What follows belongs to an exercise in optimizing a design on an open flow for small area; a production flow would make more cautious choices. Function was checked by simulation only, so behaviour that the tests miss may differ from the original. The flow treats the clock pin as an ideal source, which a real chip does not have. Power and IR drop assume default switching activity.

==> inputs of willow <==
==> flow/design.v <==
`timescale 1ns / 1ps
module debouncer(input logic clk, input logic rst, input logic btn, output logic pulse);
    logic b;
    logic [7:0] t;
    logic last;
    assign last = (t & 8'hf5) == 8'h00;
    assign pulse = b & ((t & 8'h7b) == 8'h00);
    always_ff @(posedge clk)
        b <= ~rst & (b ? ~last : btn);
    always_ff @(posedge clk)
        t <= b ? {t[6:0], t[7] ^ t[2]} : 8'h04;
endmodule
module Simple_Processor(input logic clk, reset, leftBtn, rightBtn, switchEn, input logic [11:0] switch, output logic [6:0] seg, output logic dp, output logic [3:0] an);
    logic pL, pR, pW;
    logic [2:0] PC;
    logic [11:0] IR, rom;
    logic w;
    logic [1:0] e;
    logic lc;
    logic [3:0] D_addr;
    logic [2:0] a1, a2, wa;
    logic [3:0] dm [15:0];
    logic [3:0] R_data;
    logic [3:0] rf [7:0];
    logic [3:0] rdd1, rdd2, Res, wd;
    logic [5:0] count;
    logic ld, st, exec;
    debouncer dbL(clk, reset, leftBtn, pL);
    debouncer dbR(clk, reset, rightBtn, pR);
    debouncer dbW(clk, reset, w, pW);
    localparam logic [95:0] ROMV = {12'hBCE, 12'h065, 12'h215, 12'hD03,
                                    12'hACA, 12'hA81, 12'h006, 12'h012};
    assign rom = ROMV[PC*12 +: 12];
    always_ff @(posedge clk)
        if (reset) PC <= 3'd0;
        else if (pL) PC <= PC + 3'd1;
    always_ff @(posedge clk)
        IR <= switchEn ? switch : rom;
    assign exec = switchEn ? pR : pL;
    assign ld = w & (e == 2'b00);
    assign st = (e == 2'b11);
    always_ff @(posedge clk)
        if (reset) begin
            w <= 1'b0; e <= 2'b00; lc <= 1'b0; a1 <= 3'd0; a2 <= 3'd0;
        end else if (exec)
            case (IR[11:9])
                3'b000: begin
                    w <= 1'b1; e <= 2'b00; lc <= ~lc;
                    if (lc) a2 <= IR[6:4]; else a1 <= IR[6:4];
                end
                3'b001: begin
                    w <= 1'b0; e <= 2'b11; lc <= 1'b1; a1 <= IR[6:4];
                end
                3'b101: begin
                    w <= 1'b1; e <= 2'b01; a1 <= IR[2:0]; a2 <= IR[5:3];
                end
                3'b110: begin
                    w <= 1'b1; e <= 2'b10; a1 <= IR[2:0]; a2 <= IR[5:3];
                end
                default: ;
            endcase
    always_ff @(posedge clk)
        if (exec && IR[11:10] == 2'b00) D_addr <= IR[3:0];
    always_ff @(posedge clk)
        if (exec)
            case (IR[11:9])
                3'b000: wa <= IR[6:4];
                3'b101, 3'b110: wa <= IR[8:6];
                default: ;
            endcase
    logic [3:0] rwd;
    assign wd = ld ? R_data : Res;
    assign rwd = wd & {4{~reset}};
    always_ff @(posedge clk)
        for (int i = 0; i < 16; i++)
            if (reset | (st & (D_addr == i)))
                dm[i] <= (rdd1 & {4{~reset}}) | (4'(i) & {4{reset}});
    always_ff @(posedge clk)
        for (int i = 0; i < 8; i++)
            if (reset | (pW & (wa == i)))
                rf[i] <= rwd;
    always_ff @(posedge clk)
        if (reset | ld) R_data <= dm[D_addr] & {4{~reset}};
    always_ff @(posedge clk) begin
        rdd1 <= rf[a1];
        rdd2 <= rf[a2];
    end
    always_comb
        case (e)
            2'b01: Res = rdd1 + rdd2;
            2'b10: Res = rdd1 - rdd2;
            default: Res = 4'd0;
        endcase
    always_ff @(posedge clk)
        if (reset) count <= 6'd0;
        else count <= count + 6'd1;
    logic [3:0] dv;
    always_comb
        case (count[5:4])
            2'b00: begin dv = Res;  an = 4'b1110; end
            2'b01: begin dv = 4'd0; an = 4'b1101; end
            2'b10: begin dv = rdd2; an = 4'b1011; end
            default: begin dv = rdd1; an = 4'b0111; end
        endcase
    always_comb
        case (dv)
            4'd0 : seg = 7'b1000000;
            4'd1 : seg = 7'b1111001;
            4'd2 : seg = 7'b0100100;
            4'd3 : seg = 7'b0110000;
            4'd4 : seg = 7'b0011001;
            4'd5 : seg = 7'b0010010;
            4'd6 : seg = 7'b0000010;
            4'd7 : seg = 7'b1111000;
            4'd8 : seg = 7'b0000000;
            4'd9 : seg = 7'b0010000;
            4'd10: seg = 7'b0001000;
            4'd11: seg = 7'b0000011;
            4'd12: seg = 7'b1000110;
            4'd13: seg = 7'b0100001;
            4'd14: seg = 7'b0000110;
            default: seg = 7'b0001110;
        endcase
    assign dp = 1'b1;
endmodule
==> flow/flow/run.sh <==
#!/bin/bash
# Own layout flow: the standard synthesis, then the combinational logic
# (not the registers, which keep their cells and names) is mapped again with
# an area-oriented ABC script, then the standard layout steps run on that
# netlist, with the smallest buffer on the ports. Each tool's output is kept
# in a log file of its own in the work folder.
set -euo pipefail
W=$PWD
F=$W/flow
R=$W/orfs/results/${FLOW_PLATFORM:-sky130hd}/Simple_Processor/base
LIB=$FLOW_HOME/platforms/sky130hd/lib/sky130_fd_sc_hd__tt_025C_1v80.lib
YOSYS=${YOSYS_EXE:-$(command -v yosys || echo /OpenROAD-flow-scripts/tools/install/yosys/bin/yosys)}

bash standard.sh synth > $W/flow_synth.log 2>&1

# cells the platform does not allow
DU=""
for c in $(sed -n '/DONT_USE_CELLS += /,/^$/p' $FLOW_HOME/platforms/sky130hd/config.mk | tr -d '\\' | grep -o 'sky130[a-z0-9_]*'); do
  DU="$DU -dont_use $c"
done

cp $R/1_2_yosys.v $W/standard_1_2_yosys.v
cat > $W/remap.ys <<Y
read_liberty -ignore_miss_func $LIB
delete sky130_fd_sc_hd__df* sky130_fd_sc_hd__edf* sky130_fd_sc_hd__sdf* sky130_fd_sc_hd__sedf* sky130_fd_sc_hd__dlx* sky130_fd_sc_hd__dlr* sky130_fd_sc_hd__lpflow_inputisolatch_1
read_liberty -lib -ignore_redef $LIB
read_verilog $W/standard_1_2_yosys.v
hierarchy -top $FLOW_TOP
flatten
opt -purge
read_liberty -lib -ignore_redef $LIB
abc -script $F/remap.abc -liberty $LIB $DU
opt_clean -purge
setundef -zero
splitnets
opt_clean -purge
hilomap -singleton -hicell sky130_fd_sc_hd__conb_1 HI -locell sky130_fd_sc_hd__conb_1 LO
insbuf -buf sky130_fd_sc_hd__buf_4 A X
check -assert -mapped
stat -liberty $LIB
write_verilog -noattr -nohex -nodec $W/remapped.v
Y
$YOSYS -s $W/remap.ys > $W/flow_remap.log 2>&1
cp $W/remapped.v $R/1_2_yosys.v
touch $R/1_2_yosys.v

bash standard.sh finish "BUFFER_PORTS_ARGS=-buffer_cell sky130_fd_sc_hd__buf_1" > $W/flow_finish.log 2>&1
==> flow/flow/remap.abc <==
strash; &get -n; &dch; &nf -R 1000 -p; &put; strash; &get -n; &dch; &nf -R 1000 -p; &put; strash; &get -n; &dch; &nf -R 1000 -p; &put
==> flow/standard.sh <==
#!/bin/bash
# synth_recipe.tcl (not shown) runs the flow's synth.tcl, then flattens the netlist and writes it again
# the make line also repeats each setting of config.mk as NAME=value (left out here)
make -C /OpenROAD-flow-scripts/flow DESIGN_CONFIG=/design/flow/config.mk WORK_HOME=/design/flow/orfs CLKGATE_MAP_FILE= SYNTH_SCRIPT=/design/flow/synth_recipe.tcl "${@:-finish}"
==> flow/config.mk <==
export PLATFORM = sky130hd
export DESIGN_NAME = Simple_Processor
export DESIGN_NICKNAME = Simple_Processor
export VERILOG_FILES = /design/flow/design.v
export SDC_FILE = /design/flow/constraint.sdc
export NUM_CORES = 4
export LEC_CHECK = 0
export ABC_AREA = 1
export CAP_MARGIN = 20
export CORE_MARGIN = 2
export CORE_UTILIZATION = 60
export CTS_BUF_LIST = sky130_fd_sc_hd__clkbuf_8
export SLEW_MARGIN = 20
==> flow/constraint.sdc <==
create_clock -name core_clock -period 10.0 [get_ports {clk}]
set_input_delay 2.0000 -clock core_clock [delete_from_list [all_inputs] [get_ports {clk}]]
set_output_delay 2.0000 -clock core_clock [all_outputs]
set_load 0.01 [all_outputs]
==> sierra: changes against willow <==
--- a/flow/design.v
+++ b/flow/design.v
@@ -1,14 +1,16 @@
 `timescale 1ns / 1ps
 module debouncer(input logic clk, input logic rst, input logic btn, output logic pulse);
+    localparam logic [7:0] POL = 8'haa;
     logic b;
-    logic [7:0] t;
+    logic [7:0] u, t;
     logic last;
+    assign t = u ^ POL;
     assign last = (t & 8'hf5) == 8'h00;
     assign pulse = b & ((t & 8'h7b) == 8'h00);
     always_ff @(posedge clk)
         b <= ~rst & (b ? ~last : btn);
     always_ff @(posedge clk)
-        t <= b ? {t[6:0], t[7] ^ t[2]} : 8'h04;
+        u <= (b ? {t[6:0], t[7] ^ t[2]} : 8'h04) ^ POL;
 endmodule
 module Simple_Processor(input logic clk, reset, leftBtn, rightBtn, switchEn, input logic [11:0] switch, output logic [6:0] seg, output logic dp, output logic [3:0] an);
     logic pL, pR, pW;
@@ -69,7 +71,7 @@
                 default: ;
             endcase
     logic [3:0] rwd;
-    assign wd = ld ? R_data : Res;
+    assign wd = Res | (R_data & {4{ld}});
     assign rwd = wd & {4{~reset}};
     always_ff @(posedge clk)
         for (int i = 0; i < 16; i++)
@@ -85,12 +87,9 @@
         rdd1 <= rf[a1];
         rdd2 <= rf[a2];
     end
-    always_comb
-        case (e)
-            2'b01: Res = rdd1 + rdd2;
-            2'b10: Res = rdd1 - rdd2;
-            default: Res = 4'd0;
-        endcase
+    logic [3:0] sum;
+    assign sum = rdd1 + (rdd2 ^ {4{e[1]}}) + {3'b000, e[1]};
+    assign Res = sum & {4{e[0] ^ e[1]}};
     always_ff @(posedge clk)
         if (reset) count <= 6'd0;
         else count <= count + 6'd1;
--- a/flow/flow/run.sh
+++ b/flow/flow/run.sh
@@ -44,4 +44,6 @@
 cp $W/remapped.v $R/1_2_yosys.v
 touch $R/1_2_yosys.v
 
-bash standard.sh finish "BUFFER_PORTS_ARGS=-buffer_cell sky130_fd_sc_hd__buf_1" > $W/flow_finish.log 2>&1
+# layout settings for the standard steps (make variables)
+source $F/params.sh
+bash standard.sh finish "${FINISH_ARGS[@]}" > $W/flow_finish.log 2>&1
==> flow/flow/params.sh (new file) <==
FINISH_ARGS=(
  "BUFFER_PORTS_ARGS=-buffer_cell sky130_fd_sc_hd__buf_1"
  "CTS_ARGS=-sink_clustering_enable -repair_clock_nets -dont_use_dummy_load -buf_list sky130_fd_sc_hd__clkbuf_8"
  "POST_CTS_TCL=$F/post_cts.tcl"
)
==> flow/flow/post_cts.tcl (new file) <==
proc my_clk_worst_slew {} {
  set w 0
  foreach p [get_pins -hierarchical */CLK] {
    set s [get_property $p slew_max]
    if {$s > $w} { set w $s }
  }
  return $w
}
proc my_level_cmp {a b} {
  set la [lindex [split [get_name $a] _] 1]
  set lb [lindex [split [get_name $b] _] 1]
  return [expr {$la - $lb}]
}
set my_limit 0.115
set my_sizes {sky130_fd_sc_hd__clkbuf_2 sky130_fd_sc_hd__clkbuf_4 sky130_fd_sc_hd__clkbuf_8}
estimate_parasitics -placement
puts "post_cts: worst clock-pin slew before [my_clk_worst_slew]"
# leaf buffers first, then the buffers nearer the root
set my_insts [lsort -decreasing -command my_level_cmp [get_cells clkbuf_*]]
foreach inst $my_insts {
  set orig [get_property $inst ref_name]
  set oi [lsearch $my_sizes $orig]
  if {$oi < 0} { continue }
  for {set i 0} {$i < $oi} {incr i} {
    set cand [lindex $my_sizes $i]
    replace_cell $inst $cand
    estimate_parasitics -placement
    if {[my_clk_worst_slew] <= $my_limit} {
      puts "post_cts: [get_name $inst] $orig -> $cand"
      break
    }
    replace_cell $inst $orig
    estimate_parasitics -placement
  }
}
puts "post_cts: worst clock-pin slew after [my_clk_worst_slew]"
==> amber: changes against willow <==
--- a/flow/design.v
+++ b/flow/design.v
@@ -1,14 +1,16 @@
 `timescale 1ns / 1ps
 module debouncer(input logic clk, input logic rst, input logic btn, output logic pulse);
+    localparam logic [7:0] POL = 8'haa;
     logic b;
-    logic [7:0] t;
+    logic [7:0] u, t;
     logic last;
-    assign last = (t & 8'hf5) == 8'h00;
-    assign pulse = b & ((t & 8'h7b) == 8'h00);
+    assign t = u ^ POL;
+    assign last = (t & 8'hf5) == 8'h00;    
+    assign pulse = b & ((t & 8'hf3) == 8'h00);
     always_ff @(posedge clk)
         b <= ~rst & (b ? ~last : btn);
     always_ff @(posedge clk)
-        t <= b ? {t[6:0], t[7] ^ t[2]} : 8'h04;
+        u <= (b ? {t[6:0], t[7] ^ t[2]} : 8'h04) ^ POL;
 endmodule
 module Simple_Processor(input logic clk, reset, leftBtn, rightBtn, switchEn, input logic [11:0] switch, output logic [6:0] seg, output logic dp, output logic [3:0] an);
     logic pL, pR, pW;
@@ -69,7 +71,7 @@
                 default: ;
             endcase
     logic [3:0] rwd;
-    assign wd = ld ? R_data : Res;
+    assign wd = Res | (R_data & {4{ld}});
     assign rwd = wd & {4{~reset}};
     always_ff @(posedge clk)
         for (int i = 0; i < 16; i++)
@@ -85,12 +87,9 @@
         rdd1 <= rf[a1];
         rdd2 <= rf[a2];
     end
-    always_comb
-        case (e)
-            2'b01: Res = rdd1 + rdd2;
-            2'b10: Res = rdd1 - rdd2;
-            default: Res = 4'd0;
-        endcase
+    logic [3:0] sum;
+    assign sum = rdd1 + (rdd2 ^ {4{e[1]}}) + {3'b000, e[1]};
+    assign Res = sum & {4{e[0] ^ e[1]}};
     always_ff @(posedge clk)
         if (reset) count <= 6'd0;
         else count <= count + 6'd1;
--- a/flow/flow/run.sh
+++ b/flow/flow/run.sh
@@ -20,7 +20,11 @@
 done
 
 cp $R/1_2_yosys.v $W/standard_1_2_yosys.v
-cat > $W/remap.ys <<Y
+
+# remap_one SCRIPT TAG: map the standard netlist's logic again with one ABC
+# script; writes $W/remapped_TAG.v and its log.
+remap_one() {
+  cat > $W/remap_$2.ys <<Y
 read_liberty -ignore_miss_func $LIB
 delete sky130_fd_sc_hd__df* sky130_fd_sc_hd__edf* sky130_fd_sc_hd__sdf* sky130_fd_sc_hd__sedf* sky130_fd_sc_hd__dlx* sky130_fd_sc_hd__dlr* sky130_fd_sc_hd__lpflow_inputisolatch_1
 read_liberty -lib -ignore_redef $LIB
@@ -29,19 +33,42 @@
 flatten
 opt -purge
 read_liberty -lib -ignore_redef $LIB
-abc -script $F/remap.abc -liberty $LIB $DU
+abc -script $1 -liberty $LIB $DU
 opt_clean -purge
 setundef -zero
 splitnets
 opt_clean -purge
 hilomap -singleton -hicell sky130_fd_sc_hd__conb_1 HI -locell sky130_fd_sc_hd__conb_1 LO
-insbuf -buf sky130_fd_sc_hd__buf_4 A X
+insbuf -buf sky130_fd_sc_hd__buf_1 A X
 check -assert -mapped
 stat -liberty $LIB
-write_verilog -noattr -nohex -nodec $W/remapped.v
+write_verilog -noattr -nohex -nodec $W/remapped_$2.v
 Y
-$YOSYS -s $W/remap.ys > $W/flow_remap.log 2>&1
-cp $W/remapped.v $R/1_2_yosys.v
-touch $R/1_2_yosys.v
+  $YOSYS -s $W/remap_$2.ys > $W/flow_remap_$2.log 2>&1
+}
 
-bash standard.sh finish "BUFFER_PORTS_ARGS=-buffer_cell sky130_fd_sc_hd__buf_1" > $W/flow_finish.log 2>&1
+# try each script, keep the smallest netlist (the standard one if none works)
+best=""
+best_area=""
+for scr in $F/remap*.abc; do
+  tag=$(basename $scr .abc)
+  if remap_one $scr $tag; then
+    area=$(grep "Chip area" $W/flow_remap_$tag.log | tail -1 | awk '{print $NF}' || true)
+    echo "$tag $area" >> $W/flow_remap_summary.log
+    if [[ -n "$area" ]] && { [[ -z "$best_area" ]] || awk "BEGIN{exit !($area < $best_area)}"; }; then
+      best=$tag
+      best_area=$area
+    fi
+  else
+    echo "$tag failed" >> $W/flow_remap_summary.log
+  fi
+done
+echo "chosen: ${best:-standard}" >> $W/flow_remap_summary.log
+if [[ -n "$best" ]]; then
+  cp $W/remapped_$best.v $R/1_2_yosys.v
+  touch $R/1_2_yosys.v
+fi
+
+# layout settings for the standard steps (make variables)
+source $F/params.sh
+bash standard.sh finish "${FINISH_ARGS[@]}" > $W/flow_finish.log 2>&1
==> flow/flow/params.sh (new file) <==
FINISH_ARGS=(
  "BUFFER_PORTS_ARGS=-buffer_cell sky130_fd_sc_hd__buf_1"
  "CTS_ARGS=-sink_clustering_enable -repair_clock_nets -dont_use_dummy_load -buf_list sky130_fd_sc_hd__clkbuf_8"
  "POST_CTS_TCL=$F/post_cts.tcl"
)
==> flow/flow/post_cts.tcl (new file) <==
proc my_clk_worst_slew {} {
  set w 0
  foreach p [get_pins -hierarchical */CLK] {
    set s [get_property $p slew_max]
    if {$s > $w} { set w $s }
  }
  return $w
}
proc my_level_cmp {a b} {
  set la [lindex [split [get_name $a] _] 1]
  set lb [lindex [split [get_name $b] _] 1]
  return [expr {$la - $lb}]
}
set my_limit 0.110
set my_sizes {sky130_fd_sc_hd__clkbuf_2 sky130_fd_sc_hd__clkbuf_4 sky130_fd_sc_hd__clkbuf_8}
estimate_parasitics -placement
puts "post_cts: worst clock-pin slew before [my_clk_worst_slew]"
# leaf buffers first, then the buffers nearer the root
set my_insts [lsort -decreasing -command my_level_cmp [get_cells clkbuf_*]]
foreach inst $my_insts {
  set orig [get_property $inst ref_name]
  set oi [lsearch $my_sizes $orig]
  if {$oi < 0} { continue }
  for {set i 0} {$i < $oi} {incr i} {
    set cand [lindex $my_sizes $i]
    replace_cell $inst $cand
    estimate_parasitics -placement
    if {[my_clk_worst_slew] <= $my_limit} {
      puts "post_cts: [get_name $inst] $orig -> $cand"
      break
    }
    replace_cell $inst $orig
    estimate_parasitics -placement
  }
}
puts "post_cts: worst clock-pin slew after [my_clk_worst_slew]"
==> flow/flow/remap1.abc (new file) <==
strash; &get -n; &dch; &nf -R 1000 -p; &put; strash; &get -n; &dch; &nf -R 1000 -p; &put; strash; &get -n; &dch; &nf -R 1000 -p; &put
==> flow/flow/remap2.abc (new file) <==
strash; &get -n; &dch -x; &nf -R 1000 -p -C 32; &put; strash; &get -n; &dch -x; &nf -R 1000 -p -C 32; &put; strash; &get -n; &dch -x; &nf -R 1000 -p -C 32; &put; strash; &get -n; &dch -x; &nf -R 1000 -p -C 32; &put; strash; &get -n; &dch -x; &nf -R 1000 -p -C 32; &put
==> flow/flow/remap3.abc (new file) <==
strash; &get -n; &dch; &nf -R 1000 -p -C 32; &put; strash; &get -n; &dch; &nf -R 1000 -p -C 32; &put; strash; &get -n; &dch; &nf -R 1000 -p -C 32; &put; strash; &get -n; &dch; &nf -R 1000 -p -C 32; &put; strash; &get -n; &dch; &nf -R 1000 -p -C 32; &put
==> flow/flow/remap4.abc (new file) <==
strash; &get -n; &dch -x; &nf -R 1000 -p -C 32; &put; strash; &get -n; &dch -x; &nf -R 1000 -p -C 32; &put; strash; &get -n; &dch -x; &nf -R 1000 -p -C 32; &put
==> flow/flow/remap5.abc (new file) <==
strash; &get -n; &dch -x; &nf -R 1000 -p -C 32; &put; strash; &get -n; &dch -x; &nf -R 1000 -p -C 32; &put; strash; &get -n; &dc2; &put; strash; &get -n; &dch -x; &nf -R 1000 -p -C 32; &put; strash; &get -n; &dch -x; &nf -R 1000 -p -C 32; &put; strash; &get -n; &dch -x; &nf -R 1000 -p -C 32; &put
==> flow/flow/remap6.abc (new file) <==
strash; &get -n; &dc2; &put; strash; &get -n; &dch -x; &nf -R 1000 -p -C 32; &put; strash; &get -n; &dch -x; &nf -R 1000 -p -C 32; &put; strash; &get -n; &dch -x; &nf -R 1000 -p -C 32; &put; strash; &get -n; &dch -x; &nf -R 1000 -p -C 32; &put; strash; &get -n; &dch -x; &nf -R 1000 -p -C 32; &put
==> flow/flow/remap7.abc (new file) <==
strash; &get -n; &deepsyn -T 60; &put; strash; &get -n; &dch -x; &nf -R 1000 -p -C 32; &put; strash; &get -n; &dch -x; &nf -R 1000 -p -C 32; &put; strash; &get -n; &dch -x; &nf -R 1000 -p -C 32; &put; strash; &get -n; &dch -x; &nf -R 1000 -p -C 32; &put; strash; &get -n; &dch -x; &nf -R 1000 -p -C 32; &put
removed: flow/flow/remap.abc
==> impl_metrics.sql <==
INSERT INTO impl_metrics (metric_group, metric, value, unit) VALUES
('global_route', 'grt_use_met1', '34.5', '%'),
('power', 'clk-power', '0.000290', 'W'),
('min_path', 'hold_start', 'dbL.u[1]', ''),
('run_status', 'outcome', 'complete, no violations', ''),
('final_layout', 'multi_input_area_share', '31.2', '%'),
('power', 'cell_internal_pwr', '0.000973', 'W'),
('clock_tree', 'cts.reportedPaths.clkPinSlew', '0.09', 'ns'),
('detailed_routing', 'detail_route.wirelength.met1', '6.62', 'mm'),
('power', 'power_per_cell_area', '176', 'mW/mm^2'),
('sta', 'layout_worst_path_cycle_share', '59.8', '%');
The numbers above come from sierra.

==> impl_metrics.sql <==
INSERT INTO impl_metrics (metric_group, metric, value, unit) VALUES
('run_status', 'outcome', 'complete, no violations', ''),
('logic_synthesis', 'syn_inst', '550', ''),
('global_route', 'global_route.usage.total', '25.4', '%'),
('global_route', 'grt_use_met1', '34.4', '%'),
('floorplanning', 'initial_cell_density_of_the_core', '61.9', '%'),
('detailed_routing', 'detail_route.wirelength.met1', '6.34', 'mm'),
('power', 'power_per_cell_area', '192', 'mW/mm^2'),
('power', 'clk-power', '0.000310', 'W'),
('min_path', 'hold_start', 'dbL.u[3]', ''),
('final_layout', 'multi_input_area_share', '29.8', '%');
The numbers above come from amber.

==> impl_metrics.sql <==
INSERT INTO impl_metrics (metric_group, metric, value, unit) VALUES
('global_route', 'grt_use_met1', '32.5', '%'),
('clock_tree', 'cts.reportedPaths.clkPinSlew', '0.08', 'ns'),
('sta', 'layout_worst_path_cycle_share', '54.0', '%'),
('power', 'power_per_cell_area', '202', 'mW/mm^2'),
('detailed_routing', 'detail_route.wirelength.met1', '6.37', 'mm'),
('floorplanning', 'num_tap_cells', '143', ''),
('final_layout', 'multi_input_area_share', '30.5', '%'),
('power', 'clk-power', '0.000470', 'W'),
('run_status', 'outcome', 'complete, no violations', ''),
('floorplanning', 'io-pin-count', '29', ''),
('detailed_routing', 'met3RoutedLength', '792', 'um'),
('final_layout', 'largest_register_ff_count', '64', '');
The numbers above come from willow.

## afterwards: timing with drivers on the ports
In the flow no input, the clock included, has a driving cell. The finished layouts below were timed again as built, in two steps.
Step 1 sets driving cells, clkbuf_16 on the clock port and buf_2 on the other inputs (assumed; they add their load-dependent delay and slew).
Step 2 also shifts input and output timing later by t, the mid clock arrival at the registers, as if the neighbouring blocks saw the same clock.
Three values: ideal, step 1, step 2; two values: the first two.
| run | t (ns) | setup slack, ns | worst setup path at the end | clock arrival spread, ns |
|---|---|---|---|---|
| willow | 0.476 | 4.600 / 4.563 / 5.039 | register to output | 0.012 / 0.012 |
| sierra | 0.574 | 4.019 / 3.985 / 4.559 | register to output | 0.037 / 0.037 |
| amber | 0.463 | 3.905 / 3.872 / 4.335 | register to output | 0.036 / 0.036 |
After both steps every run listed still meets setup and hold.
